This design comes from an exercise in tuning for small area and a short achievable clock period on the open sky130 flow, not from production work. The RTL was checked by simulation tests, not by an equivalence proof against the original design. No activity file was given, so power comes from the tool's default toggle rates.

[design/flow/flow/run.sh]
#!/bin/bash
export BUFFER_PORTS_ARGS="-buffer_cell sky130_fd_sc_hd__buf_1"
bash standard.sh > standard.log 2>&1
[design/flow/standard.sh]
#!/bin/bash
# synth_recipe.tcl (not shown) runs the flow's synth.tcl, then flattens the netlist and writes it again
# the make line also repeats each setting of config.mk as NAME=value (left out here)
make -C /OpenROAD-flow-scripts/flow DESIGN_CONFIG=/design/flow/config.mk WORK_HOME=/design/flow/orfs CLKGATE_MAP_FILE= SYNTH_SCRIPT=/design/flow/synth_recipe.tcl "${@:-finish}"
[design/flow/config.mk]
export PLATFORM = sky130hd
export DESIGN_NAME = multiply_accumulate
export DESIGN_NICKNAME = multiply_accumulate
export VERILOG_FILES = /design/flow/design.v
export SDC_FILE = /design/flow/constraint.sdc
export NUM_CORES = 4
export LEC_CHECK = 0
export CAP_MARGIN = 20
export CORE_MARGIN = 2
export CORE_UTILIZATION = 65
export CTS_BUF_LIST = sky130_fd_sc_hd__clkbuf_8
export CTS_CLUSTER_DIAMETER = 60
export CTS_CLUSTER_SIZE = 15
export SETUP_SLACK_MARGIN = 2.2
export SLEW_MARGIN = 20
export TNS_END_PERCENT = 0
[design/flow/constraint.sdc]
create_clock -name core_clock -period 4.5 [get_ports {clk}]
set_input_delay 0.9000 -clock core_clock [delete_from_list [all_inputs] [get_ports {clk}]]
set_output_delay 0.9000 -clock core_clock [all_outputs]
set_load 0.01 [all_outputs]
[design/flow/design.v]
module multiplier_int(clk, a, one, two, neg, b, p);
  input clk;
  input [15:0] a;
  input [7:0] one, two, neg;
  input [15:0] b;
  output [31:0] p;
  reg [15:0] a_r;
  reg [7:0] one_r, two_r, neg_r;
  wire pp0_0;
  wire pp0_1;
  wire pp0_2;
  wire pp0_3;
  wire pp0_4;
  wire pp0_5;
  wire pp0_6;
  wire pp0_7;
  wire pp0_8;
  wire pp0_9;
  wire pp0_10;
  wire pp0_11;
  wire pp0_12;
  wire pp0_13;
  wire pp0_14;
  wire pp0_15;
  wire pp0_16;
  wire pp1_0;
  wire pp1_1;
  wire pp1_2;
  wire pp1_3;
  wire pp1_4;
  wire pp1_5;
  wire pp1_6;
  wire pp1_7;
  wire pp1_8;
  wire pp1_9;
  wire pp1_10;
  wire pp1_11;
  wire pp1_12;
  wire pp1_13;
  wire pp1_14;
  wire pp1_15;
  wire pp1_16;
  wire pp2_0;
  wire pp2_1;
  wire pp2_2;
  wire pp2_3;
  wire pp2_4;
  wire pp2_5;
  wire pp2_6;
  wire pp2_7;
  wire pp2_8;
  wire pp2_9;
  wire pp2_10;
  wire pp2_11;
  wire pp2_12;
  wire pp2_13;
  wire pp2_14;
  wire pp2_15;
  wire pp2_16;
  wire pp3_0;
  wire pp3_1;
  wire pp3_2;
  wire pp3_3;
  wire pp3_4;
  wire pp3_5;
  wire pp3_6;
  wire pp3_7;
  wire pp3_8;
  wire pp3_9;
  wire pp3_10;
  wire pp3_11;
  wire pp3_12;
  wire pp3_13;
  wire pp3_14;
  wire pp3_15;
  wire pp3_16;
  wire pp4_0;
  wire pp4_1;
  wire pp4_2;
  wire pp4_3;
  wire pp4_4;
  wire pp4_5;
  wire pp4_6;
  wire pp4_7;
  wire pp4_8;
  wire pp4_9;
  wire pp4_10;
  wire pp4_11;
  wire pp4_12;
  wire pp4_13;
  wire pp4_14;
  wire pp4_15;
  wire pp4_16;
  wire pp5_0;
  wire pp5_1;
  wire pp5_2;
  wire pp5_3;
  wire pp5_4;
  wire pp5_5;
  wire pp5_6;
  wire pp5_7;
  wire pp5_8;
  wire pp5_9;
  wire pp5_10;
  wire pp5_11;
  wire pp5_12;
  wire pp5_13;
  wire pp5_14;
  wire pp5_15;
  wire pp5_16;
  wire pp6_0;
  wire pp6_1;
  wire pp6_2;
  wire pp6_3;
  wire pp6_4;
  wire pp6_5;
  wire pp6_6;
  wire pp6_7;
  wire pp6_8;
  wire pp6_9;
  wire pp6_10;
  wire pp6_11;
  wire pp6_12;
  wire pp6_13;
  wire pp6_14;
  wire pp6_15;
  wire pp6_16;
  wire pp7_0;
  wire pp7_1;
  wire pp7_2;
  wire pp7_3;
  wire pp7_4;
  wire pp7_5;
  wire pp7_6;
  wire pp7_7;
  wire pp7_8;
  wire pp7_9;
  wire pp7_10;
  wire pp7_11;
  wire pp7_12;
  wire pp7_13;
  wire pp7_14;
  wire pp7_15;
  wire pp7_16;
  wire s1;
  wire c2;
  wire s3;
  wire c4;
  wire s5;
  wire c6;
  wire s7;
  wire c8;
  wire s9;
  wire c10;
  wire s11;
  wire c12;
  wire s13;
  wire c14;
  wire s15;
  wire c16;
  wire s17;
  wire c18;
  wire s19;
  wire c20;
  wire s21;
  wire c22;
  wire s23;
  wire c24;
  wire s25;
  wire c26;
  wire s27;
  wire c28;
  wire s29;
  wire c30;
  wire s31;
  wire c32;
  wire s33;
  wire c34;
  wire s35;
  wire c36;
  wire s37;
  wire c38;
  wire s39;
  wire c40;
  wire s41;
  wire c42;
  wire s43;
  wire c44;
  wire s45;
  wire c46;
  wire s47;
  wire c48;
  wire s49;
  wire c50;
  wire s51;
  wire c52;
  wire s53;
  wire c54;
  wire s55;
  wire c56;
  wire s57;
  wire c58;
  wire s59;
  wire c60;
  wire s61;
  wire c62;
  wire s63;
  wire c64;
  wire s65;
  wire c66;
  wire s67;
  wire c68;
  wire s69;
  wire c70;
  wire s71;
  wire c72;
  wire s73;
  wire c74;
  wire s75;
  wire c76;
  wire s77;
  wire c78;
  wire s79;
  wire c80;
  wire s81;
  wire c82;
  wire s83;
  wire c84;
  wire s85;
  wire c86;
  wire s87;
  wire c88;
  wire s89;
  wire c90;
  wire s91;
  wire c92;
  wire s93;
  wire c94;
  wire s95;
  wire c96;
  wire s97;
  wire c98;
  wire s99;
  wire c100;
  wire s101;
  wire c102;
  wire s103;
  wire c104;
  wire s105;
  wire c106;
  wire s107;
  wire c108;
  wire s109;
  wire c110;
  wire s111;
  wire c112;
  wire s113;
  wire c114;
  wire s115;
  wire c116;
  wire s117;
  wire c118;
  wire s119;
  wire c120;
  wire s121;
  wire c122;
  wire s123;
  wire c124;
  wire s125;
  wire c126;
  wire s127;
  wire c128;
  wire s129;
  wire c130;
  wire s131;
  wire c132;
  wire s133;
  wire c134;
  wire s135;
  wire c136;
  wire s137;
  wire c138;
  wire s139;
  wire c140;
  wire s141;
  wire c142;
  wire s143;
  wire c144;
  wire s145;
  wire c146;
  wire s147;
  wire c148;
  wire s149;
  wire c150;
  wire s151;
  wire c152;
  wire s153;
  wire c154;
  wire s155;
  wire c156;
  wire s157;
  wire c158;
  wire s159;
  wire c160;
  wire s161;
  wire c162;
  wire s163;
  wire c164;
  wire s165;
  wire c166;
  wire s167;
  wire c168;
  wire s169;
  wire c170;
  wire s171;
  wire c172;
  wire s173;
  wire c174;
  wire s175;
  wire c176;
  wire s177;
  wire c178;
  wire s179;
  wire c180;
  wire s181;
  wire c182;
  wire s183;
  wire c184;
  wire s185;
  wire c186;
  wire s187;
  wire c188;
  wire s189;
  wire c190;
  wire s191;
  wire c192;
  wire s193;
  wire c194;
  wire s195;
  wire c196;
  wire s197;
  wire c198;
  wire s199;
  wire c200;
  wire s201;
  wire c202;
  wire s203;
  wire c204;
  wire s205;
  wire c206;
  wire s207;
  wire c208;
  wire s209;
  wire c210;
  wire s211;
  wire c212;
  wire s213;
  wire c214;
  wire s215;
  wire c216;
  wire s217;
  wire c218;
  wire s219;
  wire c220;
  wire s221;
  wire c222;
  wire s223;
  wire c224;
  reg t3_0_0;
  reg t3_0_1;
  reg t3_1_0;
  reg t3_2_0;
  reg t3_2_1;
  reg t3_2_2;
  reg t3_3_0;
  reg t3_3_1;
  reg t3_4_0;
  reg t3_4_1;
  reg t3_4_2;
  reg t3_5_0;
  reg t3_5_1;
  reg t3_5_2;
  reg t3_6_0;
  reg t3_6_1;
  reg t3_6_2;
  reg t3_7_0;
  reg t3_7_1;
  reg t3_7_2;
  reg t3_8_0;
  reg t3_8_1;
  reg t3_8_2;
  reg t3_9_0;
  reg t3_9_1;
  reg t3_9_2;
  reg t3_10_0;
  reg t3_10_1;
  reg t3_10_2;
  reg t3_11_0;
  reg t3_11_1;
  reg t3_11_2;
  reg t3_12_0;
  reg t3_12_1;
  reg t3_12_2;
  reg t3_13_0;
  reg t3_13_1;
  reg t3_13_2;
  reg t3_14_0;
  reg t3_14_1;
  reg t3_14_2;
  reg t3_15_0;
  reg t3_15_1;
  reg t3_15_2;
  reg t3_16_0;
  reg t3_16_1;
  reg t3_16_2;
  reg t3_17_0;
  reg t3_17_1;
  reg t3_17_2;
  reg t3_18_0;
  reg t3_18_1;
  reg t3_18_2;
  reg t3_19_0;
  reg t3_19_1;
  reg t3_19_2;
  reg t3_20_0;
  reg t3_20_1;
  reg t3_20_2;
  reg t3_21_0;
  reg t3_21_1;
  reg t3_21_2;
  reg t3_22_0;
  reg t3_22_1;
  reg t3_22_2;
  reg t3_23_0;
  reg t3_23_1;
  reg t3_23_2;
  reg t3_24_0;
  reg t3_24_1;
  reg t3_24_2;
  reg t3_25_0;
  reg t3_25_1;
  reg t3_25_2;
  reg t3_26_0;
  reg t3_26_1;
  reg t3_26_2;
  reg t3_27_0;
  reg t3_27_2;
  reg t3_28_0;
  reg t3_28_1;
  reg t3_28_2;
  reg t3_29_0;
  reg t3_30_0;
  always @(posedge clk) begin
    a_r <= a;
    one_r <= one; two_r <= two; neg_r <= neg;
    t3_0_0 <= pp0_0;
    t3_0_1 <= neg_r[0];
    t3_1_0 <= pp0_1;
    t3_2_0 <= pp0_2;
    t3_2_1 <= pp1_0;
    t3_2_2 <= neg_r[1];
    t3_3_0 <= pp0_3;
    t3_3_1 <= pp1_1;
    t3_4_0 <= s121;
    t3_4_1 <= pp2_0;
    t3_4_2 <= neg_r[2];
    t3_5_0 <= s123;
    t3_5_1 <= pp2_1;
    t3_5_2 <= c122;
    t3_6_0 <= s125;
    t3_6_1 <= neg_r[3];
    t3_6_2 <= c124;
    t3_7_0 <= s127;
    t3_7_1 <= c50;
    t3_7_2 <= c126;
    t3_8_0 <= s129;
    t3_8_1 <= c52;
    t3_8_2 <= c128;
    t3_9_0 <= s131;
    t3_9_1 <= c56;
    t3_9_2 <= c130;
    t3_10_0 <= s133;
    t3_10_1 <= c60;
    t3_10_2 <= c132;
    t3_11_0 <= s135;
    t3_11_1 <= c64;
    t3_11_2 <= c134;
    t3_12_0 <= s137;
    t3_12_1 <= c68;
    t3_12_2 <= c136;
    t3_13_0 <= s139;
    t3_13_1 <= c72;
    t3_13_2 <= c138;
    t3_14_0 <= s141;
    t3_14_1 <= c76;
    t3_14_2 <= c140;
    t3_15_0 <= s143;
    t3_15_1 <= c80;
    t3_15_2 <= c142;
    t3_16_0 <= s145;
    t3_16_1 <= c84;
    t3_16_2 <= c144;
    t3_17_0 <= s147;
    t3_17_1 <= c88;
    t3_17_2 <= c146;
    t3_18_0 <= s149;
    t3_18_1 <= c92;
    t3_18_2 <= c148;
    t3_19_0 <= s151;
    t3_19_1 <= c96;
    t3_19_2 <= c150;
    t3_20_0 <= s153;
    t3_20_1 <= c100;
    t3_20_2 <= c152;
    t3_21_0 <= s155;
    t3_21_1 <= c104;
    t3_21_2 <= c154;
    t3_22_0 <= s157;
    t3_22_1 <= c108;
    t3_22_2 <= c156;
    t3_23_0 <= s159;
    t3_23_1 <= c112;
    t3_23_2 <= c158;
    t3_24_0 <= s161;
    t3_24_1 <= c116;
    t3_24_2 <= c160;
    t3_25_0 <= s163;
    t3_25_1 <= c118;
    t3_25_2 <= c162;
    t3_26_0 <= s165;
    t3_26_1 <= c120;
    t3_26_2 <= c164;
    t3_27_0 <= s167;
    t3_27_2 <= c166;
    t3_28_0 <= pp6_16;
    t3_28_1 <= pp7_14;
    t3_28_2 <= c168;
    t3_29_0 <= pp7_15;
    t3_30_0 <= pp7_16;
  end
  assign pp0_0 = (one_r[0] & a_r[0]) ^ neg_r[0];
  assign pp0_1 = ((one_r[0] & a_r[1]) | (two_r[0] & a_r[0])) ^ neg_r[0];
  assign pp0_2 = ((one_r[0] & a_r[2]) | (two_r[0] & a_r[1])) ^ neg_r[0];
  assign pp0_3 = ((one_r[0] & a_r[3]) | (two_r[0] & a_r[2])) ^ neg_r[0];
  assign pp0_4 = ((one_r[0] & a_r[4]) | (two_r[0] & a_r[3])) ^ neg_r[0];
  assign pp0_5 = ((one_r[0] & a_r[5]) | (two_r[0] & a_r[4])) ^ neg_r[0];
  assign pp0_6 = ((one_r[0] & a_r[6]) | (two_r[0] & a_r[5])) ^ neg_r[0];
  assign pp0_7 = ((one_r[0] & a_r[7]) | (two_r[0] & a_r[6])) ^ neg_r[0];
  assign pp0_8 = ((one_r[0] & a_r[8]) | (two_r[0] & a_r[7])) ^ neg_r[0];
  assign pp0_9 = ((one_r[0] & a_r[9]) | (two_r[0] & a_r[8])) ^ neg_r[0];
  assign pp0_10 = ((one_r[0] & a_r[10]) | (two_r[0] & a_r[9])) ^ neg_r[0];
  assign pp0_11 = ((one_r[0] & a_r[11]) | (two_r[0] & a_r[10])) ^ neg_r[0];
  assign pp0_12 = ((one_r[0] & a_r[12]) | (two_r[0] & a_r[11])) ^ neg_r[0];
  assign pp0_13 = ((one_r[0] & a_r[13]) | (two_r[0] & a_r[12])) ^ neg_r[0];
  assign pp0_14 = ((one_r[0] & a_r[14]) | (two_r[0] & a_r[13])) ^ neg_r[0];
  assign pp0_15 = ((one_r[0] & a_r[15]) | (two_r[0] & a_r[14])) ^ neg_r[0];
  assign pp0_16 = ~(((one_r[0] & a_r[15]) | (two_r[0] & a_r[15])) ^ neg_r[0]);
  assign pp1_0 = (one_r[1] & a_r[0]) ^ neg_r[1];
  assign pp1_1 = ((one_r[1] & a_r[1]) | (two_r[1] & a_r[0])) ^ neg_r[1];
  assign pp1_2 = ((one_r[1] & a_r[2]) | (two_r[1] & a_r[1])) ^ neg_r[1];
  assign pp1_3 = ((one_r[1] & a_r[3]) | (two_r[1] & a_r[2])) ^ neg_r[1];
  assign pp1_4 = ((one_r[1] & a_r[4]) | (two_r[1] & a_r[3])) ^ neg_r[1];
  assign pp1_5 = ((one_r[1] & a_r[5]) | (two_r[1] & a_r[4])) ^ neg_r[1];
  assign pp1_6 = ((one_r[1] & a_r[6]) | (two_r[1] & a_r[5])) ^ neg_r[1];
  assign pp1_7 = ((one_r[1] & a_r[7]) | (two_r[1] & a_r[6])) ^ neg_r[1];
  assign pp1_8 = ((one_r[1] & a_r[8]) | (two_r[1] & a_r[7])) ^ neg_r[1];
  assign pp1_9 = ((one_r[1] & a_r[9]) | (two_r[1] & a_r[8])) ^ neg_r[1];
  assign pp1_10 = ((one_r[1] & a_r[10]) | (two_r[1] & a_r[9])) ^ neg_r[1];
  assign pp1_11 = ((one_r[1] & a_r[11]) | (two_r[1] & a_r[10])) ^ neg_r[1];
  assign pp1_12 = ((one_r[1] & a_r[12]) | (two_r[1] & a_r[11])) ^ neg_r[1];
  assign pp1_13 = ((one_r[1] & a_r[13]) | (two_r[1] & a_r[12])) ^ neg_r[1];
  assign pp1_14 = ((one_r[1] & a_r[14]) | (two_r[1] & a_r[13])) ^ neg_r[1];
  assign pp1_15 = ((one_r[1] & a_r[15]) | (two_r[1] & a_r[14])) ^ neg_r[1];
  assign pp1_16 = ~(((one_r[1] & a_r[15]) | (two_r[1] & a_r[15])) ^ neg_r[1]);
  assign pp2_0 = (one_r[2] & a_r[0]) ^ neg_r[2];
  assign pp2_1 = ((one_r[2] & a_r[1]) | (two_r[2] & a_r[0])) ^ neg_r[2];
  assign pp2_2 = ((one_r[2] & a_r[2]) | (two_r[2] & a_r[1])) ^ neg_r[2];
  assign pp2_3 = ((one_r[2] & a_r[3]) | (two_r[2] & a_r[2])) ^ neg_r[2];
  assign pp2_4 = ((one_r[2] & a_r[4]) | (two_r[2] & a_r[3])) ^ neg_r[2];
  assign pp2_5 = ((one_r[2] & a_r[5]) | (two_r[2] & a_r[4])) ^ neg_r[2];
  assign pp2_6 = ((one_r[2] & a_r[6]) | (two_r[2] & a_r[5])) ^ neg_r[2];
  assign pp2_7 = ((one_r[2] & a_r[7]) | (two_r[2] & a_r[6])) ^ neg_r[2];
  assign pp2_8 = ((one_r[2] & a_r[8]) | (two_r[2] & a_r[7])) ^ neg_r[2];
  assign pp2_9 = ((one_r[2] & a_r[9]) | (two_r[2] & a_r[8])) ^ neg_r[2];
  assign pp2_10 = ((one_r[2] & a_r[10]) | (two_r[2] & a_r[9])) ^ neg_r[2];
  assign pp2_11 = ((one_r[2] & a_r[11]) | (two_r[2] & a_r[10])) ^ neg_r[2];
  assign pp2_12 = ((one_r[2] & a_r[12]) | (two_r[2] & a_r[11])) ^ neg_r[2];
  assign pp2_13 = ((one_r[2] & a_r[13]) | (two_r[2] & a_r[12])) ^ neg_r[2];
  assign pp2_14 = ((one_r[2] & a_r[14]) | (two_r[2] & a_r[13])) ^ neg_r[2];
  assign pp2_15 = ((one_r[2] & a_r[15]) | (two_r[2] & a_r[14])) ^ neg_r[2];
  assign pp2_16 = ~(((one_r[2] & a_r[15]) | (two_r[2] & a_r[15])) ^ neg_r[2]);
  assign pp3_0 = (one_r[3] & a_r[0]) ^ neg_r[3];
  assign pp3_1 = ((one_r[3] & a_r[1]) | (two_r[3] & a_r[0])) ^ neg_r[3];
  assign pp3_2 = ((one_r[3] & a_r[2]) | (two_r[3] & a_r[1])) ^ neg_r[3];
  assign pp3_3 = ((one_r[3] & a_r[3]) | (two_r[3] & a_r[2])) ^ neg_r[3];
  assign pp3_4 = ((one_r[3] & a_r[4]) | (two_r[3] & a_r[3])) ^ neg_r[3];
  assign pp3_5 = ((one_r[3] & a_r[5]) | (two_r[3] & a_r[4])) ^ neg_r[3];
  assign pp3_6 = ((one_r[3] & a_r[6]) | (two_r[3] & a_r[5])) ^ neg_r[3];
  assign pp3_7 = ((one_r[3] & a_r[7]) | (two_r[3] & a_r[6])) ^ neg_r[3];
  assign pp3_8 = ((one_r[3] & a_r[8]) | (two_r[3] & a_r[7])) ^ neg_r[3];
  assign pp3_9 = ((one_r[3] & a_r[9]) | (two_r[3] & a_r[8])) ^ neg_r[3];
  assign pp3_10 = ((one_r[3] & a_r[10]) | (two_r[3] & a_r[9])) ^ neg_r[3];
  assign pp3_11 = ((one_r[3] & a_r[11]) | (two_r[3] & a_r[10])) ^ neg_r[3];
  assign pp3_12 = ((one_r[3] & a_r[12]) | (two_r[3] & a_r[11])) ^ neg_r[3];
  assign pp3_13 = ((one_r[3] & a_r[13]) | (two_r[3] & a_r[12])) ^ neg_r[3];
  assign pp3_14 = ((one_r[3] & a_r[14]) | (two_r[3] & a_r[13])) ^ neg_r[3];
  assign pp3_15 = ((one_r[3] & a_r[15]) | (two_r[3] & a_r[14])) ^ neg_r[3];
  assign pp3_16 = ~(((one_r[3] & a_r[15]) | (two_r[3] & a_r[15])) ^ neg_r[3]);
  assign pp4_0 = (one_r[4] & a_r[0]) ^ neg_r[4];
  assign pp4_1 = ((one_r[4] & a_r[1]) | (two_r[4] & a_r[0])) ^ neg_r[4];
  assign pp4_2 = ((one_r[4] & a_r[2]) | (two_r[4] & a_r[1])) ^ neg_r[4];
  assign pp4_3 = ((one_r[4] & a_r[3]) | (two_r[4] & a_r[2])) ^ neg_r[4];
  assign pp4_4 = ((one_r[4] & a_r[4]) | (two_r[4] & a_r[3])) ^ neg_r[4];
  assign pp4_5 = ((one_r[4] & a_r[5]) | (two_r[4] & a_r[4])) ^ neg_r[4];
  assign pp4_6 = ((one_r[4] & a_r[6]) | (two_r[4] & a_r[5])) ^ neg_r[4];
  assign pp4_7 = ((one_r[4] & a_r[7]) | (two_r[4] & a_r[6])) ^ neg_r[4];
  assign pp4_8 = ((one_r[4] & a_r[8]) | (two_r[4] & a_r[7])) ^ neg_r[4];
  assign pp4_9 = ((one_r[4] & a_r[9]) | (two_r[4] & a_r[8])) ^ neg_r[4];
  assign pp4_10 = ((one_r[4] & a_r[10]) | (two_r[4] & a_r[9])) ^ neg_r[4];
  assign pp4_11 = ((one_r[4] & a_r[11]) | (two_r[4] & a_r[10])) ^ neg_r[4];
  assign pp4_12 = ((one_r[4] & a_r[12]) | (two_r[4] & a_r[11])) ^ neg_r[4];
  assign pp4_13 = ((one_r[4] & a_r[13]) | (two_r[4] & a_r[12])) ^ neg_r[4];
  assign pp4_14 = ((one_r[4] & a_r[14]) | (two_r[4] & a_r[13])) ^ neg_r[4];
  assign pp4_15 = ((one_r[4] & a_r[15]) | (two_r[4] & a_r[14])) ^ neg_r[4];
  assign pp4_16 = ~(((one_r[4] & a_r[15]) | (two_r[4] & a_r[15])) ^ neg_r[4]);
  assign pp5_0 = (one_r[5] & a_r[0]) ^ neg_r[5];
  assign pp5_1 = ((one_r[5] & a_r[1]) | (two_r[5] & a_r[0])) ^ neg_r[5];
  assign pp5_2 = ((one_r[5] & a_r[2]) | (two_r[5] & a_r[1])) ^ neg_r[5];
  assign pp5_3 = ((one_r[5] & a_r[3]) | (two_r[5] & a_r[2])) ^ neg_r[5];
  assign pp5_4 = ((one_r[5] & a_r[4]) | (two_r[5] & a_r[3])) ^ neg_r[5];
  assign pp5_5 = ((one_r[5] & a_r[5]) | (two_r[5] & a_r[4])) ^ neg_r[5];
  assign pp5_6 = ((one_r[5] & a_r[6]) | (two_r[5] & a_r[5])) ^ neg_r[5];
  assign pp5_7 = ((one_r[5] & a_r[7]) | (two_r[5] & a_r[6])) ^ neg_r[5];
  assign pp5_8 = ((one_r[5] & a_r[8]) | (two_r[5] & a_r[7])) ^ neg_r[5];
  assign pp5_9 = ((one_r[5] & a_r[9]) | (two_r[5] & a_r[8])) ^ neg_r[5];
  assign pp5_10 = ((one_r[5] & a_r[10]) | (two_r[5] & a_r[9])) ^ neg_r[5];
  assign pp5_11 = ((one_r[5] & a_r[11]) | (two_r[5] & a_r[10])) ^ neg_r[5];
  assign pp5_12 = ((one_r[5] & a_r[12]) | (two_r[5] & a_r[11])) ^ neg_r[5];
  assign pp5_13 = ((one_r[5] & a_r[13]) | (two_r[5] & a_r[12])) ^ neg_r[5];
  assign pp5_14 = ((one_r[5] & a_r[14]) | (two_r[5] & a_r[13])) ^ neg_r[5];
  assign pp5_15 = ((one_r[5] & a_r[15]) | (two_r[5] & a_r[14])) ^ neg_r[5];
  assign pp5_16 = ~(((one_r[5] & a_r[15]) | (two_r[5] & a_r[15])) ^ neg_r[5]);
  assign pp6_0 = (one_r[6] & a_r[0]) ^ neg_r[6];
  assign pp6_1 = ((one_r[6] & a_r[1]) | (two_r[6] & a_r[0])) ^ neg_r[6];
  assign pp6_2 = ((one_r[6] & a_r[2]) | (two_r[6] & a_r[1])) ^ neg_r[6];
  assign pp6_3 = ((one_r[6] & a_r[3]) | (two_r[6] & a_r[2])) ^ neg_r[6];
  assign pp6_4 = ((one_r[6] & a_r[4]) | (two_r[6] & a_r[3])) ^ neg_r[6];
  assign pp6_5 = ((one_r[6] & a_r[5]) | (two_r[6] & a_r[4])) ^ neg_r[6];
  assign pp6_6 = ((one_r[6] & a_r[6]) | (two_r[6] & a_r[5])) ^ neg_r[6];
  assign pp6_7 = ((one_r[6] & a_r[7]) | (two_r[6] & a_r[6])) ^ neg_r[6];
  assign pp6_8 = ((one_r[6] & a_r[8]) | (two_r[6] & a_r[7])) ^ neg_r[6];
  assign pp6_9 = ((one_r[6] & a_r[9]) | (two_r[6] & a_r[8])) ^ neg_r[6];
  assign pp6_10 = ((one_r[6] & a_r[10]) | (two_r[6] & a_r[9])) ^ neg_r[6];
  assign pp6_11 = ((one_r[6] & a_r[11]) | (two_r[6] & a_r[10])) ^ neg_r[6];
  assign pp6_12 = ((one_r[6] & a_r[12]) | (two_r[6] & a_r[11])) ^ neg_r[6];
  assign pp6_13 = ((one_r[6] & a_r[13]) | (two_r[6] & a_r[12])) ^ neg_r[6];
  assign pp6_14 = ((one_r[6] & a_r[14]) | (two_r[6] & a_r[13])) ^ neg_r[6];
  assign pp6_15 = ((one_r[6] & a_r[15]) | (two_r[6] & a_r[14])) ^ neg_r[6];
  assign pp6_16 = ~(((one_r[6] & a_r[15]) | (two_r[6] & a_r[15])) ^ neg_r[6]);
  assign pp7_0 = (one_r[7] & a_r[0]) ^ neg_r[7];
  assign pp7_1 = ((one_r[7] & a_r[1]) | (two_r[7] & a_r[0])) ^ neg_r[7];
  assign pp7_2 = ((one_r[7] & a_r[2]) | (two_r[7] & a_r[1])) ^ neg_r[7];
  assign pp7_3 = ((one_r[7] & a_r[3]) | (two_r[7] & a_r[2])) ^ neg_r[7];
  assign pp7_4 = ((one_r[7] & a_r[4]) | (two_r[7] & a_r[3])) ^ neg_r[7];
  assign pp7_5 = ((one_r[7] & a_r[5]) | (two_r[7] & a_r[4])) ^ neg_r[7];
  assign pp7_6 = ((one_r[7] & a_r[6]) | (two_r[7] & a_r[5])) ^ neg_r[7];
  assign pp7_7 = ((one_r[7] & a_r[7]) | (two_r[7] & a_r[6])) ^ neg_r[7];
  assign pp7_8 = ((one_r[7] & a_r[8]) | (two_r[7] & a_r[7])) ^ neg_r[7];
  assign pp7_9 = ((one_r[7] & a_r[9]) | (two_r[7] & a_r[8])) ^ neg_r[7];
  assign pp7_10 = ((one_r[7] & a_r[10]) | (two_r[7] & a_r[9])) ^ neg_r[7];
  assign pp7_11 = ((one_r[7] & a_r[11]) | (two_r[7] & a_r[10])) ^ neg_r[7];
  assign pp7_12 = ((one_r[7] & a_r[12]) | (two_r[7] & a_r[11])) ^ neg_r[7];
  assign pp7_13 = ((one_r[7] & a_r[13]) | (two_r[7] & a_r[12])) ^ neg_r[7];
  assign pp7_14 = ((one_r[7] & a_r[14]) | (two_r[7] & a_r[13])) ^ neg_r[7];
  assign pp7_15 = ((one_r[7] & a_r[15]) | (two_r[7] & a_r[14])) ^ neg_r[7];
  assign pp7_16 = ~(((one_r[7] & a_r[15]) | (two_r[7] & a_r[15])) ^ neg_r[7]);
  assign s1 = pp0_10 ^ pp1_8;
  assign c2 = pp0_10 & pp1_8;
  assign s3 = pp0_11 ^ pp1_9;
  assign c4 = pp0_11 & pp1_9;
  assign s5 = pp0_12 ^ pp1_10 ^ pp2_8;
  assign c6 = (pp0_12 & pp1_10) | (pp0_12 & pp2_8) | (pp1_10 & pp2_8);
  assign s7 = pp3_6 ^ pp4_4;
  assign c8 = pp3_6 & pp4_4;
  assign s9 = pp0_13 ^ pp1_11 ^ pp2_9;
  assign c10 = (pp0_13 & pp1_11) | (pp0_13 & pp2_9) | (pp1_11 & pp2_9);
  assign s11 = pp3_7 ^ pp4_5;
  assign c12 = pp3_7 & pp4_5;
  assign s13 = pp0_14 ^ pp1_12 ^ pp2_10;
  assign c14 = (pp0_14 & pp1_12) | (pp0_14 & pp2_10) | (pp1_12 & pp2_10);
  assign s15 = pp3_8 ^ pp4_6 ^ pp5_4;
  assign c16 = (pp3_8 & pp4_6) | (pp3_8 & pp5_4) | (pp4_6 & pp5_4);
  assign s17 = pp6_2 ^ pp7_0;
  assign c18 = pp6_2 & pp7_0;
  assign s19 = pp0_15 ^ pp1_13 ^ pp2_11;
  assign c20 = (pp0_15 & pp1_13) | (pp0_15 & pp2_11) | (pp1_13 & pp2_11);
  assign s21 = pp3_9 ^ pp4_7 ^ pp5_5;
  assign c22 = (pp3_9 & pp4_7) | (pp3_9 & pp5_5) | (pp4_7 & pp5_5);
  assign s23 = pp6_3 ^ pp7_1;
  assign c24 = pp6_3 & pp7_1;
  assign s25 = pp0_16 ^ pp1_14 ^ pp2_12;
  assign c26 = (pp0_16 & pp1_14) | (pp0_16 & pp2_12) | (pp1_14 & pp2_12);
  assign s27 = pp3_10 ^ pp4_8 ^ pp5_6;
  assign c28 = (pp3_10 & pp4_8) | (pp3_10 & pp5_6) | (pp4_8 & pp5_6);
  assign s29 = pp6_4 ^ pp7_2 ^ 1'b1;
  assign c30 = (pp6_4 & pp7_2) | (pp6_4 & 1'b1) | (pp7_2 & 1'b1);
  assign s31 = pp1_15 ^ pp2_13 ^ pp3_11;
  assign c32 = (pp1_15 & pp2_13) | (pp1_15 & pp3_11) | (pp2_13 & pp3_11);
  assign s33 = pp4_9 ^ pp5_7 ^ pp6_5;
  assign c34 = (pp4_9 & pp5_7) | (pp4_9 & pp6_5) | (pp5_7 & pp6_5);
  assign s35 = pp7_3 ^ 1'b1;
  assign c36 = pp7_3 & 1'b1;
  assign s37 = pp1_16 ^ pp2_14 ^ pp3_12;
  assign c38 = (pp1_16 & pp2_14) | (pp1_16 & pp3_12) | (pp2_14 & pp3_12);
  assign s39 = pp4_10 ^ pp5_8 ^ pp6_6;
  assign c40 = (pp4_10 & pp5_8) | (pp4_10 & pp6_6) | (pp5_8 & pp6_6);
  assign s41 = pp2_15 ^ pp3_13 ^ pp4_11;
  assign c42 = (pp2_15 & pp3_13) | (pp2_15 & pp4_11) | (pp3_13 & pp4_11);
  assign s43 = pp5_9 ^ pp6_7;
  assign c44 = pp5_9 & pp6_7;
  assign s45 = pp2_16 ^ pp3_14 ^ pp4_12;
  assign c46 = (pp2_16 & pp3_14) | (pp2_16 & pp4_12) | (pp3_14 & pp4_12);
  assign s47 = pp3_15 ^ pp4_13;
  assign c48 = pp3_15 & pp4_13;
  assign s49 = pp0_6 ^ pp1_4;
  assign c50 = pp0_6 & pp1_4;
  assign s51 = pp0_7 ^ pp1_5;
  assign c52 = pp0_7 & pp1_5;
  assign s53 = pp0_8 ^ pp1_6 ^ pp2_4;
  assign c54 = (pp0_8 & pp1_6) | (pp0_8 & pp2_4) | (pp1_6 & pp2_4);
  assign s55 = pp3_2 ^ pp4_0;
  assign c56 = pp3_2 & pp4_0;
  assign s57 = pp0_9 ^ pp1_7 ^ pp2_5;
  assign c58 = (pp0_9 & pp1_7) | (pp0_9 & pp2_5) | (pp1_7 & pp2_5);
  assign s59 = pp3_3 ^ pp4_1;
  assign c60 = pp3_3 & pp4_1;
  assign s61 = s1 ^ pp2_6 ^ pp3_4;
  assign c62 = (s1 & pp2_6) | (s1 & pp3_4) | (pp2_6 & pp3_4);
  assign s63 = pp4_2 ^ pp5_0 ^ neg_r[5];
  assign c64 = (pp4_2 & pp5_0) | (pp4_2 & neg_r[5]) | (pp5_0 & neg_r[5]);
  assign s65 = s3 ^ pp2_7 ^ pp3_5;
  assign c66 = (s3 & pp2_7) | (s3 & pp3_5) | (pp2_7 & pp3_5);
  assign s67 = pp4_3 ^ pp5_1 ^ c2;
  assign c68 = (pp4_3 & pp5_1) | (pp4_3 & c2) | (pp5_1 & c2);
  assign s69 = s5 ^ s7 ^ pp5_2;
  assign c70 = (s5 & s7) | (s5 & pp5_2) | (s7 & pp5_2);
  assign s71 = pp6_0 ^ neg_r[6] ^ c4;
  assign c72 = (pp6_0 & neg_r[6]) | (pp6_0 & c4) | (neg_r[6] & c4);
  assign s73 = s9 ^ s11 ^ pp5_3;
  assign c74 = (s9 & s11) | (s9 & pp5_3) | (s11 & pp5_3);
  assign s75 = pp6_1 ^ c6 ^ c8;
  assign c76 = (pp6_1 & c6) | (pp6_1 & c8) | (c6 & c8);
  assign s77 = s13 ^ s15 ^ s17;
  assign c78 = (s13 & s15) | (s13 & s17) | (s15 & s17);
  assign s79 = neg_r[7] ^ c10 ^ c12;
  assign c80 = (neg_r[7] & c10) | (neg_r[7] & c12) | (c10 & c12);
  assign s81 = s19 ^ s21 ^ s23;
  assign c82 = (s19 & s21) | (s19 & s23) | (s21 & s23);
  assign s83 = c14 ^ c16 ^ c18;
  assign c84 = (c14 & c16) | (c14 & c18) | (c16 & c18);
  assign s85 = s25 ^ s27 ^ s29;
  assign c86 = (s25 & s27) | (s25 & s29) | (s27 & s29);
  assign s87 = c20 ^ c22 ^ c24;
  assign c88 = (c20 & c22) | (c20 & c24) | (c22 & c24);
  assign s89 = s31 ^ s33 ^ s35;
  assign c90 = (s31 & s33) | (s31 & s35) | (s33 & s35);
  assign s91 = c26 ^ c28 ^ c30;
  assign c92 = (c26 & c28) | (c26 & c30) | (c28 & c30);
  assign s93 = s37 ^ s39 ^ pp7_4;
  assign c94 = (s37 & s39) | (s37 & pp7_4) | (s39 & pp7_4);
  assign s95 = c32 ^ c34 ^ c36;
  assign c96 = (c32 & c34) | (c32 & c36) | (c34 & c36);
  assign s97 = s41 ^ s43 ^ pp7_5;
  assign c98 = (s41 & s43) | (s41 & pp7_5) | (s43 & pp7_5);
  assign s99 = 1'b1 ^ c38 ^ c40;
  assign c100 = (1'b1 & c38) | (1'b1 & c40) | (c38 & c40);
  assign s101 = s45 ^ pp5_10 ^ pp6_8;
  assign c102 = (s45 & pp5_10) | (s45 & pp6_8) | (pp5_10 & pp6_8);
  assign s103 = pp7_6 ^ c42 ^ c44;
  assign c104 = (pp7_6 & c42) | (pp7_6 & c44) | (c42 & c44);
  assign s105 = s47 ^ pp5_11 ^ pp6_9;
  assign c106 = (s47 & pp5_11) | (s47 & pp6_9) | (pp5_11 & pp6_9);
  assign s107 = pp7_7 ^ 1'b1 ^ c46;
  assign c108 = (pp7_7 & 1'b1) | (pp7_7 & c46) | (1'b1 & c46);
  assign s109 = pp3_16 ^ pp4_14 ^ pp5_12;
  assign c110 = (pp3_16 & pp4_14) | (pp3_16 & pp5_12) | (pp4_14 & pp5_12);
  assign s111 = pp6_10 ^ pp7_8 ^ c48;
  assign c112 = (pp6_10 & pp7_8) | (pp6_10 & c48) | (pp7_8 & c48);
  assign s113 = pp4_15 ^ pp5_13 ^ pp6_11;
  assign c114 = (pp4_15 & pp5_13) | (pp4_15 & pp6_11) | (pp5_13 & pp6_11);
  assign s115 = pp7_9 ^ 1'b1;
  assign c116 = pp7_9 & 1'b1;
  assign s117 = pp4_16 ^ pp5_14 ^ pp6_12;
  assign c118 = (pp4_16 & pp5_14) | (pp4_16 & pp6_12) | (pp5_14 & pp6_12);
  assign s119 = pp5_15 ^ pp6_13;
  assign c120 = pp5_15 & pp6_13;
  assign s121 = pp0_4 ^ pp1_2;
  assign c122 = pp0_4 & pp1_2;
  assign s123 = pp0_5 ^ pp1_3;
  assign c124 = pp0_5 & pp1_3;
  assign s125 = s49 ^ pp2_2 ^ pp3_0;
  assign c126 = (s49 & pp2_2) | (s49 & pp3_0) | (pp2_2 & pp3_0);
  assign s127 = s51 ^ pp2_3 ^ pp3_1;
  assign c128 = (s51 & pp2_3) | (s51 & pp3_1) | (pp2_3 & pp3_1);
  assign s129 = s53 ^ s55 ^ neg_r[4];
  assign c130 = (s53 & s55) | (s53 & neg_r[4]) | (s55 & neg_r[4]);
  assign s131 = s57 ^ s59 ^ c54;
  assign c132 = (s57 & s59) | (s57 & c54) | (s59 & c54);
  assign s133 = s61 ^ s63 ^ c58;
  assign c134 = (s61 & s63) | (s61 & c58) | (s63 & c58);
  assign s135 = s65 ^ s67 ^ c62;
  assign c136 = (s65 & s67) | (s65 & c62) | (s67 & c62);
  assign s137 = s69 ^ s71 ^ c66;
  assign c138 = (s69 & s71) | (s69 & c66) | (s71 & c66);
  assign s139 = s73 ^ s75 ^ c70;
  assign c140 = (s73 & s75) | (s73 & c70) | (s75 & c70);
  assign s141 = s77 ^ s79 ^ c74;
  assign c142 = (s77 & s79) | (s77 & c74) | (s79 & c74);
  assign s143 = s81 ^ s83 ^ c78;
  assign c144 = (s81 & s83) | (s81 & c78) | (s83 & c78);
  assign s145 = s85 ^ s87 ^ c82;
  assign c146 = (s85 & s87) | (s85 & c82) | (s87 & c82);
  assign s147 = s89 ^ s91 ^ c86;
  assign c148 = (s89 & s91) | (s89 & c86) | (s91 & c86);
  assign s149 = s93 ^ s95 ^ c90;
  assign c150 = (s93 & s95) | (s93 & c90) | (s95 & c90);
  assign s151 = s97 ^ s99 ^ c94;
  assign c152 = (s97 & s99) | (s97 & c94) | (s99 & c94);
  assign s153 = s101 ^ s103 ^ c98;
  assign c154 = (s101 & s103) | (s101 & c98) | (s103 & c98);
  assign s155 = s105 ^ s107 ^ c102;
  assign c156 = (s105 & s107) | (s105 & c102) | (s107 & c102);
  assign s157 = s109 ^ s111 ^ c106;
  assign c158 = (s109 & s111) | (s109 & c106) | (s111 & c106);
  assign s159 = s113 ^ s115 ^ c110;
  assign c160 = (s113 & s115) | (s113 & c110) | (s115 & c110);
  assign s161 = s117 ^ pp7_10 ^ c114;
  assign c162 = (s117 & pp7_10) | (s117 & c114) | (pp7_10 & c114);
  assign s163 = s119 ^ pp7_11 ^ 1'b1;
  assign c164 = (s119 & pp7_11) | (s119 & 1'b1) | (pp7_11 & 1'b1);
  assign s165 = pp5_16 ^ pp6_14 ^ pp7_12;
  assign c166 = (pp5_16 & pp6_14) | (pp5_16 & pp7_12) | (pp6_14 & pp7_12);
  assign s167 = pp6_15 ^ pp7_13;
  assign c168 = pp6_15 & pp7_13;
  assign s169 = t3_2_0 ^ t3_2_1;
  assign c170 = t3_2_0 & t3_2_1;
  assign s171 = t3_3_0 ^ t3_3_1;
  assign c172 = t3_3_0 & t3_3_1;
  assign s173 = t3_4_0 ^ t3_4_1 ^ t3_4_2;
  assign c174 = (t3_4_0 & t3_4_1) | (t3_4_0 & t3_4_2) | (t3_4_1 & t3_4_2);
  assign s175 = t3_5_0 ^ t3_5_1 ^ t3_5_2;
  assign c176 = (t3_5_0 & t3_5_1) | (t3_5_0 & t3_5_2) | (t3_5_1 & t3_5_2);
  assign s177 = t3_6_0 ^ t3_6_1 ^ t3_6_2;
  assign c178 = (t3_6_0 & t3_6_1) | (t3_6_0 & t3_6_2) | (t3_6_1 & t3_6_2);
  assign s179 = t3_7_0 ^ t3_7_1 ^ t3_7_2;
  assign c180 = (t3_7_0 & t3_7_1) | (t3_7_0 & t3_7_2) | (t3_7_1 & t3_7_2);
  assign s181 = t3_8_0 ^ t3_8_1 ^ t3_8_2;
  assign c182 = (t3_8_0 & t3_8_1) | (t3_8_0 & t3_8_2) | (t3_8_1 & t3_8_2);
  assign s183 = t3_9_0 ^ t3_9_1 ^ t3_9_2;
  assign c184 = (t3_9_0 & t3_9_1) | (t3_9_0 & t3_9_2) | (t3_9_1 & t3_9_2);
  assign s185 = t3_10_0 ^ t3_10_1 ^ t3_10_2;
  assign c186 = (t3_10_0 & t3_10_1) | (t3_10_0 & t3_10_2) | (t3_10_1 & t3_10_2);
  assign s187 = t3_11_0 ^ t3_11_1 ^ t3_11_2;
  assign c188 = (t3_11_0 & t3_11_1) | (t3_11_0 & t3_11_2) | (t3_11_1 & t3_11_2);
  assign s189 = t3_12_0 ^ t3_12_1 ^ t3_12_2;
  assign c190 = (t3_12_0 & t3_12_1) | (t3_12_0 & t3_12_2) | (t3_12_1 & t3_12_2);
  assign s191 = t3_13_0 ^ t3_13_1 ^ t3_13_2;
  assign c192 = (t3_13_0 & t3_13_1) | (t3_13_0 & t3_13_2) | (t3_13_1 & t3_13_2);
  assign s193 = t3_14_0 ^ t3_14_1 ^ t3_14_2;
  assign c194 = (t3_14_0 & t3_14_1) | (t3_14_0 & t3_14_2) | (t3_14_1 & t3_14_2);
  assign s195 = t3_15_0 ^ t3_15_1 ^ t3_15_2;
  assign c196 = (t3_15_0 & t3_15_1) | (t3_15_0 & t3_15_2) | (t3_15_1 & t3_15_2);
  assign s197 = t3_16_0 ^ t3_16_1 ^ t3_16_2;
  assign c198 = (t3_16_0 & t3_16_1) | (t3_16_0 & t3_16_2) | (t3_16_1 & t3_16_2);
  assign s199 = t3_17_0 ^ t3_17_1 ^ t3_17_2;
  assign c200 = (t3_17_0 & t3_17_1) | (t3_17_0 & t3_17_2) | (t3_17_1 & t3_17_2);
  assign s201 = t3_18_0 ^ t3_18_1 ^ t3_18_2;
  assign c202 = (t3_18_0 & t3_18_1) | (t3_18_0 & t3_18_2) | (t3_18_1 & t3_18_2);
  assign s203 = t3_19_0 ^ t3_19_1 ^ t3_19_2;
  assign c204 = (t3_19_0 & t3_19_1) | (t3_19_0 & t3_19_2) | (t3_19_1 & t3_19_2);
  assign s205 = t3_20_0 ^ t3_20_1 ^ t3_20_2;
  assign c206 = (t3_20_0 & t3_20_1) | (t3_20_0 & t3_20_2) | (t3_20_1 & t3_20_2);
  assign s207 = t3_21_0 ^ t3_21_1 ^ t3_21_2;
  assign c208 = (t3_21_0 & t3_21_1) | (t3_21_0 & t3_21_2) | (t3_21_1 & t3_21_2);
  assign s209 = t3_22_0 ^ t3_22_1 ^ t3_22_2;
  assign c210 = (t3_22_0 & t3_22_1) | (t3_22_0 & t3_22_2) | (t3_22_1 & t3_22_2);
  assign s211 = t3_23_0 ^ t3_23_1 ^ t3_23_2;
  assign c212 = (t3_23_0 & t3_23_1) | (t3_23_0 & t3_23_2) | (t3_23_1 & t3_23_2);
  assign s213 = t3_24_0 ^ t3_24_1 ^ t3_24_2;
  assign c214 = (t3_24_0 & t3_24_1) | (t3_24_0 & t3_24_2) | (t3_24_1 & t3_24_2);
  assign s215 = t3_25_0 ^ t3_25_1 ^ t3_25_2;
  assign c216 = (t3_25_0 & t3_25_1) | (t3_25_0 & t3_25_2) | (t3_25_1 & t3_25_2);
  assign s217 = t3_26_0 ^ t3_26_1 ^ t3_26_2;
  assign c218 = (t3_26_0 & t3_26_1) | (t3_26_0 & t3_26_2) | (t3_26_1 & t3_26_2);
  assign s219 = t3_27_0 ^ 1'b1 ^ t3_27_2;
  assign c220 = (t3_27_0 & 1'b1) | (t3_27_0 & t3_27_2) | (1'b1 & t3_27_2);
  assign s221 = t3_28_0 ^ t3_28_1 ^ t3_28_2;
  assign c222 = (t3_28_0 & t3_28_1) | (t3_28_0 & t3_28_2) | (t3_28_1 & t3_28_2);
  assign s223 = t3_29_0 ^ 1'b1;
  assign c224 = t3_29_0 & 1'b1;
  wire [31:0] rowA = {1'b1, t3_30_0, s223, s221, s219, s217, s215, s213, s211, s209, s207, s205, s203, s201, s199, s197, s195, s193, s191, s189, s187, s185, s183, s181, s179, s177, s175, s173, s171, s169, t3_1_0, t3_0_0};
  wire [31:0] rowB = {1'b0, c224, c222, c220, c218, c216, c214, c212, c210, c208, c206, c204, c202, c200, c198, c196, c194, c192, c190, c188, c186, c184, c182, c180, c178, c176, c174, c172, c170, t3_2_2, 1'b0, t3_0_1};
  assign p = rowA + rowB;
endmodule
module multiply_accumulate(
  clk,
  aresetn,
  reset,
  data,
  multi,
  result,
  overflow
);
  parameter I_OPP_W = 16;
  parameter O_OPP_W = 2 * I_OPP_W;
  input clk;
  input aresetn;
  input reset;
  input [I_OPP_W - 1:0] data;
  input [I_OPP_W - 1:0] multi;
  output reg [O_OPP_W - 1:0] result;
  output reg overflow;
  wire [16:0] bx = {multi, 1'b0};
  wire [7:0] one, two, neg;
  genvar g;
  generate for (g = 0; g < 8; g = g + 1) begin : enc
    assign one[g] = bx[2*g+1] ^ bx[2*g];
    assign two[g] = (bx[2*g+2] & ~bx[2*g+1] & ~bx[2*g]) | (~bx[2*g+2] & bx[2*g+1] & bx[2*g]);
    assign neg[g] = bx[2*g+2];
  end endgenerate
  wire [31:0] prod;
  multiplier_int u0(.clk(clk), .a(data), .one(one), .two(two), .neg(neg), .b(multi), .p(prod));
  localparam ND = 15;
  reg [30:0] pd [0:ND-2];
  integer i;
  always @(posedge clk) begin
    pd[0] <= prod[30:0];
    for (i = 1; i < ND - 1; i = i + 1)
      pd[i] <= pd[i-1];
  end
  wire [30:0] pp = pd[ND-2];
  wire [31:0] pfull = {pp[30] & (|pp[29:0]), pp};
  reg [4:0] cnt;
  reg [31:0] q;
  always @(posedge clk, negedge aresetn) begin
    if (aresetn == 0) begin
      cnt <= 0;
      q <= 0;
    end else begin
      if (cnt != 5'd16)
        cnt <= cnt + 5'd1;
      q <= (cnt == 5'd16) ? pfull : 32'd0;
    end
  end
  always @(posedge clk, negedge aresetn) begin
    if (aresetn == 0) begin
      result <= 0;
      overflow <= 0;
    end else if (reset == 1) begin
      result <= 0;
      overflow <= 0;
    end else begin
      result <= result + q;
      overflow <= result[O_OPP_W - 1] ^ q[31];
    end
  end
endmodule
==> reports/qor.csv, run 1 <==
stage,metric,value,unit
timing,fin crit share,0.594,
drt,routed wire length,37700,microns
floorplanning,chip height,188,microns
critical_path,Worst Setup SP,result[1]$_DFF_PN0_,
drt,Post-route DRC,0,
critical_path,stages on the worst setup path,8,
logic_synthesis,top-area cell type share of the netlist area,0.509,
timing,Fmax,374,MHz
timing,Relative slew margins,0.433,
logic_synthesis,compound-gate portion of the synthesized area,0.110,
place,IO Port Bufs,67,
floorplanning,Initial Utilization,0.657,
logic_synthesis,"EDFF count, synth",0,
critical_path,CP endpoint kind,flop,
logic_synthesis,"top cells by count, synth","558 x dfxtp_1, 124 x a22oi_1, 124 x xnor2_1",
logic_synthesis,total nets after synthesis,1999,
clock_tree,CTS tree,built,
timing,final worst path period need,2.67,ns
critical_path,crit path to,result[30]$_DFF_PN0_,
global_routing,first-pass GRT wire length,62700,microns
timing,Least-Margin Pin Slew,0.850,ns
job,Max Cap Violations,0,
power_and_ir_drop,PD cells,842,nW/um^2
drt,Pre-antenna DRT Iters,5,
critical_path,crit path DAT,3.21,ns
clock_tree,total CTS buffers,52,
logic_synthesis,"FFs w/ async S/R, synth",0.111,
drt,post-DR vias/cell,5.44,
critical_path,R2R cell count,8,
logic_synthesis,Mapped Area,21900,sq um
drt,vias after detailed routing,12600,
global_routing,GRT Resource Usage Total,0.219,
global_routing,largest net degree at the start of global routing,46,
critical_path,Worst path max stage delay,0.43,ns
logic_synthesis,sequential-to-total area share from yosys stat,0.589,
status,status,"complete, no violations",
timing,Max Slew Vio Count,0,
floorplanning,IO Pins,68,
logic_synthesis,largest family of logic cells by synthesized area,adder cells,
floorplanning,die width,188,microns
power_and_ir_drop,Lkg Pwr,0.0100,uW
critical_path,Crit path buffers/inverters,1,
clock_tree,Worst-Skew Late Latency,0.65,ns
critical_path,Slowest cell on crit path,dfrtp_1,
critical_path,reg2reg start,result[1]$_DFF_PN0_,
critical_path,worst-path cell chain,buf_4 -> fa_2 -> a21o_1 -> a221o_1 -> a22oi_2 -> a211oi_4 -> a31oi_1 -> mux2_2,
drt,initial DRC count,562,
critical_path,Crit path required time,5.03,ns
global_routing,number of global-route vias before repair,12900,
clock_tree,clock slew at reported path FFs,0.10,ns
logic_synthesis,post-synthesis mux area share,0.00456,
logic_synthesis,#FFs+latches synth,628,
clock_tree,Root Driver,clkbuf_8,
floorplanning,die area,35200,sq um
logic_synthesis,adder-cell share of the synthesized area,0.127,
logic_synthesis,largest cells by area after synthesis,"dfxtp_1 51%, dfrtp_1 8.0%, fa_1 7.8%, xnor2_1 5.0%, ha_1 4.9%",
final_layout,# diodes,0,
clock_tree,H-tree depth,2,
timing,setup_tns,0,ns
floorplanning,core area,33400,sq um
critical_path,"delay-heaviest family, CP",compound AO/OA/AOI/OAI gates,
power_and_ir_drop,maximum VDD drop,331,uV
logic_synthesis,Synth area leader,dfxtp_1,
critical_path,crit-path max FO,3,
final_layout,fill count,2338,
final_layout,share of layout cells above drive strength 1,0.115,
timing,clk_skew,0.0223,ns
logic_synthesis,post-synth cell types,62,
drt,"antenna viol nets, final",0,
critical_path,r2r setup slk,1.83,ns
logic_synthesis,post-synthesis xor/xnor area fraction,0.0775,
final_layout,synth-to-layout area growth,9.42,%
timing,endpoints failing hold,0,
logic_synthesis,Post-Synthesis Cells,1793,
worst_hold_path,worst hold path class,input pin to asynchronous set/reset pin,
place,DP HPWL,26500,microns
drt,Avg WL per Cell,16.3,microns
logic_synthesis,most common cell in the netlist,dfxtp_1,
clock_tree,# hold bufs at CTS,0,
floorplanning,num rows,67,
logic_synthesis,simple-gate area share of the yosys netlist,0.0591,
timing,hold slack,0.248,ns
critical_path,crit path kind,flop to flop,
logic_synthesis,syn_area_per_cell,12.2,sq um
clock_tree,Max Root-Sink Buffers,3,
timing,RSZ-0062 raised after global routing,yes,
clock_tree,Sink Count,628,
logic_synthesis,Syn. warnings,3,
timing,setup violators final,0,
logic_synthesis,Main synth FF type,dfxtp_1,
global_routing,initial antenna violation count,0,
critical_path,CP Launch Type,flop,
critical_path,RR Endpoint,result[30]$_DFF_PN0_,
place,RePlAce Congestion,0.875,
global_routing,total grt overflow,0,
final_layout,nets,2049,
==> worst min path at each step <==
| stage | endpoint | startpoint | depth (start not counted) | slack, ns |
|---|---|---|---|---|
| floorplan | pd[10][0]$_DFF_P_ | pd[9][0]$_DFF_P_ | 0 | 0.31 |
| global placement | pd[3][25]$_DFF_P_ | pd[2][25]$_DFF_P_ | 0 | 0.31 |
| detailed placement | pd[10][14]$_DFF_P_ | pd[9][14]$_DFF_P_ | 0 | 0.31 |
| CTS | u0.a_r[1]$_DFF_P_ | data[1] | 1 | 0.29 |
| global route | result[3]$_DFF_PN0_ | aresetn | 1 | 0.24 |
| finish | result[3]$_DFF_PN0_ | aresetn | 1 | 0.25 |
==> layout make-up <==
class                   count  area, sq um  area share
flip-flops and latches    628        13000       0.542
multi-input cells         978         8680       0.362
clock buffers              55          757      0.0315
well taps                 448          561      0.0234
repair buffers             99          495      0.0206
inverters                  84          315      0.0131
clock inverters            21          186     0.00777
==> cells by family (layout without fill, tap and decap cells) <==
group / count (synthesis) / count (layout)
AO/OA/AOI/OAI: 351 / 351
multiplexers: 9 / 9
adder cells (fa/ha/maj): 171 / 171
buffers and inverters: 187 / 259
flip-flops: 628 / 628
XOR/XNOR: 194 / 194
AND/OR/NAND/NOR: 253 / 253
==> layout by cell type (no fill, tap or decap), types with 22 or more instances in the layout <==
master,Yosys,layout
dfxtp_1,558,527
a21o_1,22,22
o21ai_0,46,42
and2_1,38,38
buf_4,0,33
nor2_1,55,55
buf_1,5,66
a22oi_2,0,32
clkbuf_8,0,55
fa_1,85,84
ha_1,86,76
dfrtp_1,70,70
a21oi_1,68,63
xnor2_1,124,124
xor2_1,70,70
inv_1,84,91
nand2_1,57,57
a22oi_1,124,92
==> worst reg2reg max path, stage by stage (launching register included) <==
cell	delay, ns
dfrtp_1	0.43
buf_4	0.17
fa_2	0.39
a21o_1	0.21
a221o_1	0.39
a22oi_2	0.30
a211oi_4	0.13
a31oi_1	0.20
mux2_2	0.35
==> power by group <==
part	switching, uW	total [uW]	internal, uW
logic	4770	8250	3480
clock network	1740	2960	1220
registers	835	9010	8180
==> timing repair <==
| item | 4_1_cts | 5_1_grt |
|---|---|---|
| setup buffers | 12 | 7 |
| pin swaps | 10 | 10 |
| resized for setup | 70 | 23 |
| endpoints found under the setup margin | 76 | 71 |
==> through the flow <==
step	total power (uW)	setup WS [ns]	cell area (sq um)	instances	util
3_3_place_gp	16500	1.47	22600	2218	0.677
4_1_cts	20000	1.86	23800	2306	0.714
2_1_floorplan	14800	1.96	22500	1793	-
5_1_grt	21700	1.76	24000	2313	0.719
3_5_place_dp	16700	1.38	22600	2218	0.677
6_report	20200	1.83	24000	2313	0.719
==> flip-flops by register name (all words and copies together) (netlist names), 5 cells and up <==
register	cells
u0.neg_r	8
u0.two_r	8
cnt	5
u0.one_r	8
u0.a_r	16
q	32
result	32
pd	434
==> routing by layer <==
| metal | vias up | wire (microns) | GRT usage |
|---|---|---|---|
| li1 | 6142 | - | - |
| met1 | 6058 | 16000 | 0.261 |
| met2 | 294 | 19000 | 0.391 |
| met3 | 92 | 1440 | 0.0339 |
| met4 | 0 | 1240 | 0.0993 |
| met5 | - | 0 | 0 |
==> run 2: changes to the inputs <==
--- a/design/flow/config.mk
+++ b/design/flow/config.mk
@@ -12,4 +12,5 @@
 export CTS_CLUSTER_DIAMETER = 60
 export CTS_CLUSTER_SIZE = 15
+export PLACE_DENSITY = 0.5
 export SETUP_SLACK_MARGIN = 2.2
 export SLEW_MARGIN = 20
==> run 2 against run 1 <==
Compared with the run above:
- still clean on timing, DRC and antenna
- sequential power hardly changed
- first-iteration DRC count stayed put
- cell count did not move
- power stayed put
- synthesized cell count did not move
- non-clock buffer count unchanged
- core utilization unchanged
- clock skew unchanged
- wire length is the same
- clock power barely moved
- hold slack unchanged
- critical path type unchanged
==> reports/qor.csv, run 2 <==
stage,metric,value,unit,change
critical_path,CP Launch Type,flop,,unchanged
final_layout,synth-to-layout area growth,9.42,%,unchanged
floorplanning,Initial Utilization,0.657,,unchanged
job,Max Cap Violations,0,,unchanged
place,DP HPWL,26500,microns,unchanged
timing,endpoints failing hold,0,,unchanged
critical_path,crit path kind,flop to flop,,unchanged
timing,Least-Margin Pin Slew,0.850,ns,unchanged
floorplanning,die area,35200,sq um,unchanged
floorplanning,IO Pins,68,,unchanged
logic_synthesis,"FFs w/ async S/R, synth",0.111,,unchanged
floorplanning,die width,188,microns,unchanged
timing,Fmax,374,MHz,unchanged
logic_synthesis,Post-Synthesis Cells,1793,,unchanged
critical_path,reg2reg start,result[1]$_DFF_PN0_,,unchanged
power_and_ir_drop,Lkg Pwr,0.0100,uW,unchanged
final_layout,most frequent cells in the layout,"527 x dfxtp_1, 124 x xnor2_1, 92 x a22oi_1",,unchanged
final_layout,final instance area,24000,sq um,unchanged
critical_path,R2R cell count,8,,unchanged
drt,vias after detailed routing,12600,,unchanged
global_routing,initial antenna violation count,0,,unchanged
drt,Avg WL per Cell,16.3,microns,unchanged
logic_synthesis,Syn. warnings,3,,unchanged
clock_tree,Sink Count,628,,unchanged
final_layout,"most common cell after layout, fill and taps aside",dfxtp_1,,unchanged
global_routing,total grt overflow,0,,unchanged
logic_synthesis,#FFs+latches synth,628,,unchanged
worst_hold_path,worst hold path class,input pin to asynchronous set/reset pin,,unchanged
power_and_ir_drop,Combinational Power Share,0.408,,about the same
global_routing,met3 Resource Use GR,0.0339,,unchanged
place,DP Area,22600,sq um,unchanged
critical_path,crit path DAT,3.21,ns,about the same
global_routing,largest net degree at the start of global routing,46,,unchanged
clock_tree,clock slew at reported path FFs,0.10,ns,about the same
timing,clk_skew,0.0223,ns,unchanged
clock_tree,CTS tree,built,,unchanged
power_and_ir_drop,maximum VDD drop,331,uV,unchanged
drt,routed wire length,37700,microns,unchanged
global_routing,GRT Resource Usage Total,0.219,,unchanged
clock_tree,total CTS buffers,52,,unchanged
logic_synthesis,top-area cell type share of the netlist area,0.509,,unchanged
timing,fin crit share,0.594,,unchanged
place,RePlAce Congestion,0.875,,unchanged
final_layout,nets,2049,,unchanged
drt,post-DR vias/cell,5.44,,unchanged
timing,setup_tns,0,ns,unchanged
clock_tree,Max Root-Sink Buffers,3,,unchanged
final_layout,max FFs per register,434,,unchanged
global_routing,met1 usage,0.261,,unchanged
power_and_ir_drop,Internal Power,12900,uW,unchanged
timing,RSZ-0062 raised after global routing,yes,,unchanged
global_routing,grt met2 use,0.391,,unchanged
logic_synthesis,Synth area leader,dfxtp_1,,unchanged
timing,final worst path period need,2.67,ns,unchanged
clock_tree,# hold bufs at CTS,0,,unchanged
clock_tree,H-tree depth,2,,unchanged
logic_synthesis,syn_area_per_cell,12.2,sq um,unchanged
timing,hold slack,0.248,ns,unchanged
timing,Max Slew Vio Count,0,,unchanged
final_layout,# diodes,0,,unchanged
logic_synthesis,most common cell in the netlist,dfxtp_1,,unchanged
clock_tree,Worst-Skew Late Latency,0.65,ns,about the same
drt,Post-route DRC,0,,unchanged
drt,Pre-antenna DRT Iters,5,,unchanged
status,status,"complete, no violations",,unchanged
final_layout,Util after Layout,0.719,,unchanged
global_routing,first-pass GRT wire length,62700,microns,unchanged
logic_synthesis,Main synth FF type,dfxtp_1,,unchanged
critical_path,Crit path required time,5.03,ns,about the same
timing,Relative slew margins,0.433,,unchanged
global_routing,number of global-route vias before repair,12900,,unchanged
floorplanning,chip height,188,microns,unchanged
power_and_ir_drop,Net Sw Power,7340,uW,unchanged
final_layout,largest registers,"pd: 434 flops, q: 32 flops, result: 32 flops",,unchanged
timing,setup violators final,0,,unchanged
logic_synthesis,Mapped Area,21900,sq um,unchanged
logic_synthesis,"EDFF count, synth",0,,unchanged
power_and_ir_drop,Clk network pwr share,0.146,,about the same
power_and_ir_drop,PD cells,842,nW/um^2,unchanged
floorplanning,num rows,67,,unchanged
global_routing,GRT busiest layer,met2,,unchanged
critical_path,RR Endpoint,result[30]$_DFF_PN0_,,unchanged
power_and_ir_drop,Sequential Power Share,0.446,,about the same
critical_path,CP endpoint kind,flop,,unchanged
floorplanning,core area,33400,sq um,unchanged
final_layout,Largest Register,pd,,unchanged
power_and_ir_drop,sw frac,0.363,,unchanged
drt,initial DRC count,562,,unchanged
critical_path,crit-path max FO,3,,unchanged
place,Cells after DPL,2218,,unchanged
final_layout,Final Instance Count excl. Fillers,2313,,unchanged
clock_tree,Root Driver,clkbuf_8,,unchanged
logic_synthesis,largest cells by area after synthesis,"dfxtp_1 51%, dfrtp_1 8.0%, fa_1 7.8%, xnor2_1 5.0%, ha_1 4.9%",,unchanged
final_layout,share of layout cells above drive strength 1,0.115,,unchanged
logic_synthesis,post-synth cell types,62,,unchanged
drt,"antenna viol nets, final",0,,unchanged
logic_synthesis,"top cells by count, synth","558 x dfxtp_1, 124 x a22oi_1, 124 x xnor2_1",,unchanged
logic_synthesis,total nets after synthesis,1999,,unchanged
place,IO Port Bufs,67,,unchanged
critical_path,r2r setup slk,1.83,ns,about the same
logic_synthesis,sequential-to-total area share from yosys stat,0.589,,unchanged
final_layout,fill count,2338,,unchanged
run 2: cell counts after synthesis:
No cell type changed its count.
run 2: worst max-delay path by stage:
stage | startpoint | end | slack (ns) | cells after the start
floorplan | u0.one_r[3]$_DFF_P_ | u0.t3_18_0$_DFF_P_ | 1.96 | 9
global placement | u0.a_r[14]$_DFF_P_ | u0.t3_16_0$_DFF_P_ | 1.47 | 7
detailed placement | u0.t3_8_2$_DFF_P_ | pd[0][27]$_DFF_P_ | 1.38 | 8
CTS | result[0]$_DFF_PN0_ | result[30]$_DFF_PN0_ | 1.86 | 8
global route | u0.t3_6_2$_DFF_P_ | pd[0][25]$_DFF_P_ | 1.76 | 8
finish | result[1]$_DFF_PN0_ | result[30]$_DFF_PN0_ | 1.83 | 8
run 2: timing repair:
item	4_1_cts	5_1_grt
pin swaps	10	10
setup buffers	12	7
endpoints found under the hold margin	0	0
gates cloned	0	0
setup endpoints to repair	76	71
gates resized for setup	70	23
run 2: final cells by class:
type	instances	area (sq um)	area share
multi-input cells	978	8680	0.362
clock inverters	21	186	0.00777
repair buffers	99	495	0.0206
clock buffers	55	757	0.0315
inverters	84	315	0.0131
flip-flops and latches	628	13000	0.542
well taps	448	561	0.0234
run 2: per-layer routing:
layer / share of wire / vias to the layer above / wire [microns]
met1: 0.42 / 6058 / 16000
met3: 0.038 / 92 / 1440
li1: - / 6142 / -
met2: 0.50 / 294 / 19000
met5: 0 / - / 0
met4: 0.033 / 0 / 1240
run 2: metrics by stage:
stage / setup slack [ns] / total power [uW]
after floorplan: 1.96 / 14800
after global placement: 1.47 / 16500
after detailed placement: 1.38 / 16700
after CTS: 1.86 / 20000
after global routing: 1.76 / 21700
final: 1.83 / 20200
run 2: cell families (layout without fill, tap and decap cells):
kind of cell | Yosys count | in the layout | share of synthesized area
buf+inv | 187 | 259 | 0.0330
flops | 628 | 628 | 0.589
xor+xnor | 194 | 194 | 0.0775
simple gates | 253 | 253 | 0.0591
fa+ha+maj | 171 | 171 | 0.127
mux | 9 | 9 | 0.00456
compound gates | 351 | 351 | 0.110
run 2: power groups by stage:
| stage | clock network [uW] | logic [uW] | registers [uW] |
|---|---|---|---|
| 2_1_floorplan | 0 | 5990 | 8840 |
| 3_3_place_gp | 0 | 7450 | 9050 |
| 3_5_place_dp | 0 | 7570 | 9180 |
| 4_1_cts | 3060 | 7910 | 9050 |
| 5_1_grt | 3260 | 9140 | 9280 |
| 6_report | 2960 | 8250 | 9010 |
run 2: worst max-delay path, cell delays in order, from the launching register on:
cell and delay, ns:
dfrtp_1 0.43, buf_4 0.17, fa_2 0.39, a21o_1 0.21, a221o_1 0.39, a22oi_2 0.30, a211oi_4 0.13, a31oi_1 0.19
mux2_2 0.35

==> static timing again, ports no longer ideal <==
The flow's constraints put no driver on any port. The routed layouts listed below were extracted and timed again, unchanged, in two steps.
Step 1 (the two cells are an assumption about what drives the block):
set clk [get_ports {clk}]
set_driving_cell -lib_cell sky130_fd_sc_hd__clkbuf_16 $clk
set_driving_cell -lib_cell sky130_fd_sc_hd__buf_2 [delete_from_list [all_inputs] $clk]
Step 2 also shifts input and output timing later by t, the mid clock arrival at the registers, as if the neighbouring blocks saw the same clock.
Three values: ideal, step 1, step 2; two values: the first two.
| run | t (ns) | setup slack, ns | worst setup path at the end | worst register clock-pin slew, ns | worst slew at a driven data input, ns |
|---|---|---|---|---|---|
| run 1 | 0.686 | 1.825 / 1.825 / 1.825 | register to register | 0.10 / 0.10 | 0.03 |
| run 2 | 0.686 | 1.825 / 1.825 / 1.825 | register to register | 0.10 / 0.10 | 0.03 |
After both steps setup and hold are still met in every run listed.
